Context: an optimization exercise on an open-source flow, tuned for small area. The choices shown serve that exercise and are no tape-out recipe.
The RTL was checked by simulation tests, not by an equivalence proof against the original design.

==> inputs of job 5984 <==
// top
module top (
    input  wire          CLK100MHZ,
    input  wire          CPU_RESETN,
    input  wire   [15:0] SW,
    output logic  [15:0] LED,
    input  wire          BTNC,
    input  wire          BTNU,
    input  wire          BTNL,
    input  wire          BTNR,
    input  wire          BTND,
    output logic  [ 7:0] AN,
    output logic         CA,
    output logic         CB,
    output logic         CC,
    output logic         CD,
    output logic         CE,
    output logic         CF,
    output logic         CG,
    output logic         DP,
    output logic         LED16_B,
    output logic         LED16_G,
    output logic         LED16_R,
    output logic         LED17_B,
    output logic         LED17_G,
    output logic         LED17_R
);
  assign {LED16_B, LED16_G, LED16_R, LED17_B, LED17_G, LED17_R} = 6'b000000;
  wire rst = ~CPU_RESETN;
  wire clk;
  sys_pll u_sys_pll (
      .clk_in1 (CLK100MHZ),
      .clk_out1(clk)
  );
  logic rise_c, rise_u, rise_l, rise_r, rise_d;
  logic [15:0] SW_DEB;
  unbounce_btn deb_btnC (.CPU_RESET(rst), .CLOCK(clk), .BTN_IN(BTNC), .BTN_OUT(), .RISE(rise_c));
  unbounce_btn deb_btnU (.CPU_RESET(rst), .CLOCK(clk), .BTN_IN(BTNU), .BTN_OUT(), .RISE(rise_u));
  unbounce_btn deb_btnL (.CPU_RESET(rst), .CLOCK(clk), .BTN_IN(BTNL), .BTN_OUT(), .RISE(rise_l));
  ...
export LEC_CHECK = 0
export ABC_AREA = 1
export CAP_MARGIN = 20
export CORE_MARGIN = 2
export CORE_UTILIZATION = 40
export PLACE_DENSITY = 0.62
export SLEW_MARGIN = 20
create_clock -name core_clock -period 20.0 [get_ports {CLK100MHZ}]
standard.sh (not shown) runs the stock make flow with config.mk's settings and CLKGATE_MAP_FILE= SYNTH_SCRIPT=/design/flow/synth_recipe.tcl, a recipe that flattens the netlist after the stock synthesis.
==> flow/flow/run.sh <==
#!/bin/bash
# Own layout flow: the standard flow, except that
#  - synthesis maps the logic with an area-oriented ABC script (deepsyn,
#    then amap) and
#    without extract_fa's adder cells, which ABC cannot restructure;
#    registers come out of the same synthesis steps as the standard
#    synthesis, so their names and cell types are unchanged;
#  - ports are buffered with the smallest buffer;
#  - the clock tree uses small clock buffers and no dummy loads.
# Each step's full output goes to a log file here.
set -euo pipefail
here=$(pwd)
CTS_BUF=${CTS_BUF:-sky130_fd_sc_hd__clkbuf_16}
rm -rf "$here/scripts_area"
cp -r "$FLOW_HOME/scripts" "$here/scripts_area"
cp "$here/flow/abc_area.script" "$here/scripts_area/abc_area.script"
bash standard.sh SCRIPTS_DIR="$here/scripts_area" ADDER_MAP_FILE= synth > "$here/synth.log" 2>&1
export BUFFER_PORTS_ARGS="-buffer_cell sky130_fd_sc_hd__buf_1"
export CTS_ARGS="-sink_clustering_enable -repair_clock_nets -dont_use_dummy_load -buf_list $CTS_BUF -sink_clustering_size 40 -sink_clustering_max_diameter 120"
bash standard.sh > "$here/layout.log" 2>&1
test -f "$here/out/final.def"
==> flow/flow/abc_area.script <==
strash
&get -n
&deepsyn -T 60
&put
dch -f
amap
topo
==> job 1759: changes against job 5984 <==
--- a/flow/flow/run.sh
+++ b/flow/flow/run.sh
@@ -11,5 +11,5 @@
 set -euo pipefail
 here=$(pwd)
-CTS_BUF=${CTS_BUF:-sky130_fd_sc_hd__clkbuf_16}
+CTS_BUF=${CTS_BUF:-sky130_fd_sc_hd__clkbuf_8}
 rm -rf "$here/scripts_area"
 cp -r "$FLOW_HOME/scripts" "$here/scripts_area"
@@ -17,5 +17,5 @@
 bash standard.sh SCRIPTS_DIR="$here/scripts_area" ADDER_MAP_FILE= synth > "$here/synth.log" 2>&1
 export BUFFER_PORTS_ARGS="-buffer_cell sky130_fd_sc_hd__buf_1"
-export CTS_ARGS="-sink_clustering_enable -repair_clock_nets -dont_use_dummy_load -buf_list $CTS_BUF -sink_clustering_size 40 -sink_clustering_max_diameter 120"
+export CTS_ARGS="-sink_clustering_enable -repair_clock_nets -dont_use_dummy_load -buf_list $CTS_BUF"
 bash standard.sh > "$here/layout.log" 2>&1
 test -f "$here/out/final.def"
==> flow/flow/abc_area.script (replaced) <==
strash
&get -n
&deepsyn -T 60
&put
dch
amap -F 5 -A 16
topo
==> notes <==
Count of clock-buffer cells in the layout is the same in job 1759 and job 5984.
In job 1759 the die area is lower than in job 5984, by 1.1%.
In job 1759 the non-clock buffer count is lower than in job 5984, by 1.
Of job 1759 and job 5984, job 5984 has the higher area after synthesis (gap about 1.1%, measured against job 5984).
Against job 1759, the clock skew of job 5984 is lower by 0.0097 ns.
Against job 5984, the fmax of job 1759 is smaller by about 7%.
Against job 5984, the first-iteration DRC count of job 1759 is larger by 25%.
==> figures <==
item                                                          job 5984                 job 1759
Run status                                     complete, no violations  complete, no violations
Cell at the root of the clock tree                           clkbuf_16                 clkbuf_8
Starting DRC count in detailed routing                            1111                     1389
Fillers                                                           3031                     3022
Terminating pin of the worst hold path                   deb_btnL.RISE            deb_btnD.RISE
Worst Path Arrival                                            14.59 ns                 15.67 ns
Via count                                                       12.12k                   12.22k
Horizontal die dimension                                      177.1 um                 176.1 um
Worst setup path startpoint                            u_calc.total[3]          u_calc.total[0]
Xor-xnor portion of the synthesized cell area                  0.2192%                  0.2956%
CP max stage cell                                               nor4_1                 a222oi_1
Cell count along the critical path                                  79                       78
Routed wire length                                            33.31 mm                 35.19 mm

========
==> inputs of 04-13 <==
Another version of the RTL of top (not shown whole).
// top
module top (
    input  wire          CLK100MHZ,
    input  wire          CPU_RESETN,
    input  wire   [15:0] SW,
    output logic  [15:0] LED,
    input  wire          BTNC,
    input  wire          BTNU,
    input  wire          BTNL,
    input  wire          BTNR,
    input  wire          BTND,
    output logic  [ 7:0] AN,
    output logic         CA,
    output logic         CB,
    output logic         CC,
    output logic         CD,
    output logic         CE,
    output logic         CF,
    output logic         CG,
    output logic         DP,
    output logic         LED16_B,
    output logic         LED16_G,
    output logic         LED16_R,
    output logic         LED17_B,
    output logic         LED17_G,
    output logic         LED17_R
);
export LEC_CHECK = 0
export ABC_AREA = 1
export CAP_MARGIN = 20
export CORE_MARGIN = 2
export CORE_UTILIZATION = 40
export PLACE_DENSITY = 0.6
export SLEW_MARGIN = 20
create_clock -name core_clock -period 20.0 [get_ports {CLK100MHZ}]
==> flow/flow/run.sh <==
#!/bin/bash
# Own layout flow: the standard flow, except that synthesis maps the logic
# with an area-oriented ABC script (amap) and without extract_fa's adder
# cells, which ABC cannot restructure. Registers come out of the same
# synthesis steps as the standard synthesis, so their names and cell types
# are unchanged. Each step's full output goes to a log file here.
set -euo pipefail
here=$(pwd)
rm -rf "$here/scripts_area"
cp -r "$FLOW_HOME/scripts" "$here/scripts_area"
cp "$here/flow/abc_area.script" "$here/scripts_area/abc_area.script"
bash standard.sh SCRIPTS_DIR="$here/scripts_area" ADDER_MAP_FILE= synth > "$here/synth.log" 2>&1
bash standard.sh > "$here/layout.log" 2>&1
test -f "$here/out/final.def"
==> flow/flow/abc_area.script <==
strash
dch -f
amap
topo
==> 04-24 (differences from 04-13) <==
==> flow/run.sh (new file) <==
#!/bin/bash
# synth_recipe.tcl (not shown) runs the flow's synth.tcl, then flattens the netlist and writes it again
# the make line also repeats each setting of config.mk as NAME=value (left out here)
make -C /OpenROAD-flow-scripts/flow DESIGN_CONFIG=/design/flow/config.mk WORK_HOME=/design/flow/orfs CLKGATE_MAP_FILE= SYNTH_SCRIPT=/design/flow/synth_recipe.tcl finish
removed: flow/flow/run.sh
removed: flow/flow/abc_area.script
removed: flow/standard.sh
==> summary.txt <==
item                                                                                  04-24                    04-13
Leading cell type by number of instances after synthesis           sky130_fd_sc_hd__nand2_1  sky130_fd_sc_hd__nor2_1
Outcome                                                                      finished clean           finished clean
Fraction of final layout cells with drive strength greater than 1                    0.0792                   0.0274
Total of clock buffers placed in the layout                                              18                       20
Met3 Track Usage GR                                                                  0.0333                   0.0513
Number of nets in the finished design                                                 2,199                    2,087
Critical path buffers and inverters                                                      16                        5
Multi-input gate share of total cell area                                             0.559                    0.537
Highest cell delay on the worst timing path                                          540 ps                   500 ps
Met2 layer wire length in the routed design                                         17.3 mm                  17.5 mm
Die height                                                                           197 um                   186 um
Final Core Density                                                                    0.446                    0.457
Met3 layer wire length in the routed design                                         2.12 mm                  2.86 mm
Mean instance size in the synthesized netlist                                     7.26 um^2                6.63 um^2
Area of the multi-input gates                                                     9160 um^2                7980 um^2
Slew at the pin with the worst max-slew slack                                       1010 ps                   898 ps

========
==> run H <==
RTL: one of the versions met above, not the one the previous note started from.
==> module divider_nr, before the edit <==
module divider_nr (
    input  wire         clk,
    input  wire         init,
    input  wire         adj,
    input  wire         adj_sub,
    input  wire         uq,
    input  wire  [15:0] dividend,
    input  wire  [15:0] divisor,      
    input  wire         divisor_neg,  
    output logic [15:0] quotient,
    output logic        rem_neg,
    output logic        last
);
  logic [16:0] rem;
  logic [4:0] count;
  logic [7:0] h8;
  logic [3:0] h4;
  logic [1:0] h2;
  logic z8, z4, z2, z1, zero;
  assign z8 = dividend[15:8] == 8'd0;
  assign h8 = z8 ? dividend[7:0] : dividend[15:8];
  assign z4 = h8[7:4] == 4'd0;
  assign h4 = z4 ? h8[3:0] : h8[7:4];
  assign z2 = h4[3:2] == 2'd0;
  assign h2 = z2 ? h4[1:0] : h4[3:2];
  assign z1 = ~h2[1];
  assign zero = z8 & z4 & z2 & z1 & ~h2[0];
  logic [3:0] p;
  assign p = ~count[3:0];
  logic qbit;
  assign qbit = quotient[p];
  logic f;
  assign f = adj_sub ^ divisor_neg;
  logic [16:0] ra, rb, sum;
  logic [17:0] c;
  assign ra = {rem[15:0], qbit};
  assign rb = {divisor[15], divisor} ^ {17{f}};
  assign c[0] = f;
  genvar i;
  for (i = 0; i < 17; i++) begin : g_add
    assign sum[i] = ra[i] ^ rb[i] ^ c[i];
    assign c[i+1] = (ra[i] & rb[i]) | (ra[i] & c[i]) | (rb[i] & c[i]);
  end
  logic [4:0] count_inc;
  assign count_inc[0] = ~count[0];
  assign count_inc[1] = count[1] ^ count[0];
  assign count_inc[2] = count[2] ^ (count[1] & count[0]);
  assign count_inc[3] = count[3] ^ (count[2] & count[1] & count[0]);
  assign count_inc[4] = count[4] ^ (count[3] & count[2] & count[1] & count[0]);
  assign rem_neg = rem[16];
  assign last = count == 5'd16;
  always_ff @(posedge clk) begin
    if (init) begin
      quotient <= dividend;
      rem      <= '0;
      count    <= zero ? 5'd16 : {1'b0, z8, z4, z2, z1};
    end else begin
      if (adj) rem <= sum;
      if (uq) begin
        quotient[p] <= ~rem[16];
        count       <= count_inc;
      end
    end
  end
endmodule
export LEC_CHECK = 0
export ABC_AREA = 1
export CAP_MARGIN = 20
export CORE_MARGIN = 2
export CORE_UTILIZATION = 55
export PLACE_DENSITY = 0.72
export SLEW_MARGIN = 20
create_clock -name core_clock -period 20.0 [get_ports {CLK100MHZ}]
==> flow/flow/run.sh <==
#!/bin/bash
# Own layout flow: the standard flow, except that
#  - synthesis maps the logic with an area-oriented ABC script (deepsyn,
#    then amap) and
#    without extract_fa's adder cells, which ABC cannot restructure;
#    registers come out of the same synthesis steps as the standard
#    synthesis, so their names and cell types are unchanged;
#  - ports are buffered with the smallest buffer;
#  - the clock tree uses small clock buffers and no dummy loads.
# Each step's full output goes to a log file here.
set -euo pipefail
here=$(pwd)
CTS_BUF=${CTS_BUF:-sky130_fd_sc_hd__clkbuf_8}
rm -rf "$here/scripts_area"
cp -r "$FLOW_HOME/scripts" "$here/scripts_area"
cp "$here/flow/abc_area.script" "$here/scripts_area/abc_area.script"
bash standard.sh SCRIPTS_DIR="$here/scripts_area" ADDER_MAP_FILE= synth > "$here/synth.log" 2>&1
export BUFFER_PORTS_ARGS="-buffer_cell sky130_fd_sc_hd__buf_1"
export CTS_ARGS="-sink_clustering_enable -repair_clock_nets -dont_use_dummy_load -buf_list $CTS_BUF"
bash standard.sh > "$here/layout.log" 2>&1
test -f "$here/out/final.def"
==> flow/flow/abc_area.script <==
strash
&get -n
&deepsyn -T 60
&put
dch
amap -F 5 -A 16
topo
==> inputs of run K, as changes to run H <==
--- a/flow/design.v
+++ b/flow/design.v
@@ -69,25 +69,19 @@
   logic [16:0] rem;
   logic [4:0] count;
-  logic [7:0] h8;
-  logic [3:0] h4;
-  logic [1:0] h2;
-  logic z8, z4, z2, z1, zero;
-  assign z8 = dividend[15:8] == 8'd0;
-  assign h8 = z8 ? dividend[7:0] : dividend[15:8];
-  assign z4 = h8[7:4] == 4'd0;
-  assign h4 = z4 ? h8[3:0] : h8[7:4];
-  assign z2 = h4[3:2] == 2'd0;
-  assign h2 = z2 ? h4[1:0] : h4[3:2];
-  assign z1 = ~h2[1];
-  assign zero = z8 & z4 & z2 & z1 & ~h2[0];
-  logic [3:0] p;
-  assign p = ~count[3:0];
-  logic qbit;
-  assign qbit = quotient[p];
+  logic [15:0] v1, v2, v3, v4;
+  logic s3, s2, s1, s0;
+  assign s3 = dividend[15:8] == 8'd0;
+  assign v1 = s3 ? {dividend[7:0], 8'd0} : dividend;
+  assign s2 = v1[15:12] == 4'd0;
+  assign v2 = s2 ? {v1[11:0], 4'd0} : v1;
+  assign s1 = v2[15:14] == 2'd0;
+  assign v3 = s1 ? {v2[13:0], 2'd0} : v2;
+  assign s0 = ~v3[15];
+  assign v4 = s0 ? {v3[14:0], 1'b0} : v3;
   logic f;
   assign f = adj_sub ^ divisor_neg;
   logic [16:0] ra, rb, sum;
   logic [17:0] c;
-  assign ra = {rem[15:0], qbit};
+  assign ra = {rem[15:0], quotient[15]};
   assign rb = {divisor[15], divisor} ^ {17{f}};
   assign c[0] = f;
@@ -107,12 +101,12 @@
   always_ff @(posedge clk) begin
     if (init) begin
-      quotient <= dividend;
+      quotient <= v4;
       rem      <= '0;
-      count    <= zero ? 5'd16 : {1'b0, z8, z4, z2, z1};
+      count    <= v4[15] ? {1'b0, s3, s2, s1, s0} : 5'd16;
     end else begin
       if (adj) rem <= sum;
       if (uq) begin
-        quotient[p] <= ~rem[16];
-        count       <= count_inc;
+        quotient <= {quotient[14:0], ~rem[16]};
+        count    <= count_inc;
       end
     end
==> flow/flow/abc_area.script (replaced) <==
strash
&get -n
&deepsyn -T 60
&put
dch -f
amap
topo
--- a/flow/config.mk
+++ b/flow/config.mk
@@ -9,5 +9,5 @@
 export CAP_MARGIN = 20
 export CORE_MARGIN = 2
-export CORE_UTILIZATION = 55
-export PLACE_DENSITY = 0.72
+export CORE_UTILIZATION = 40
+export PLACE_DENSITY = 0.62
 export SLEW_MARGIN = 20
==> comparison table <==
metric	run K	run H
Share of final layout cell area taken by non-clock buffers	0.0230	0.0230
Multi-input gate share of the layout cell area	0.543	0.550
Area of the multi-input gates	0.00698 sq mm	0.00693 sq mm
Cell depth of the worst setup path	81	78
Worst setup path startpoint	u_calc.total[3]$_DFF_P_	u_calc.total[0]$_DFF_P_
Portion of the clock cycle consumed by the worst path in the final layout	0.734	0.771
R2R setup slack	5320 ps	4580 ps
FMAX	68.1 MHz	64.8 MHz
Share of synthesized area occupied by flip-flops and latches	0.350	0.354
Highest fanout seen on the critical path	12	10
Total number of vias	12,400	12,400
Iter 0 DRT Violations	989	1,572
Met3 Routed Length	1710 um	2790 um
Run status	complete, no violations	complete, no violations
Arrival time of the worst setup path	15,050 ps	15,830 ps
Endpoint of the worst register-to-register path	u_disp.cathode[4]$_DFF_P_	u_disp.cathode[3]$_DFF_P_
WL/cell	15.7 um	17.0 um

## port drivers added, routing unchanged
How much do the figures lean on ideal ports? The routed layouts below were timed once more, with nothing changed but the port constraints.
Step 1: set_driving_cell puts a clkbuf_16 on CLK100MHZ and a buf_2 on each other input, an assumption about the parent block.
Step 2 adds t to the input delays and takes it off the output delays; t is the mean of the earliest and latest rising clock arrival at the registers after step 1. Input paths then give back, and output paths get back, about the clock's delay inside the block.
Slacks: ideal / step 1 / step 2; pairs: ideal / step 1.
run	shift t [ns]	setup WS [ns]	worst register clock-pin slew, ns	worst slew at a driven data input, ns	pins driven straight from the clock port
job 5984	0.482	5.727 / 5.727 / 5.727	0.08 / 0.08	0.04	1
job 1759	0.488	4.716 / 4.716 / 4.716	0.10 / 0.10	0.04	1
04-13	0.498	5.614 / 5.644 / 5.145	0.08 / 0.08	0.05	1
04-24	0.489	2.939 / 2.967 / 2.478	0.08 / 0.08	0.05	1
run H	0.478	4.578 / 4.578 / 4.578	0.11 / 0.11	0.05	1
run K	0.512	5.318 / 5.318 / 5.318	0.10 / 0.10	0.04	1
After both steps setup and hold are still met in every run listed. For 04-13, which loses most, drivers alone change the setup slack by +0.030 ns; drivers and shift together by -0.469 ns.
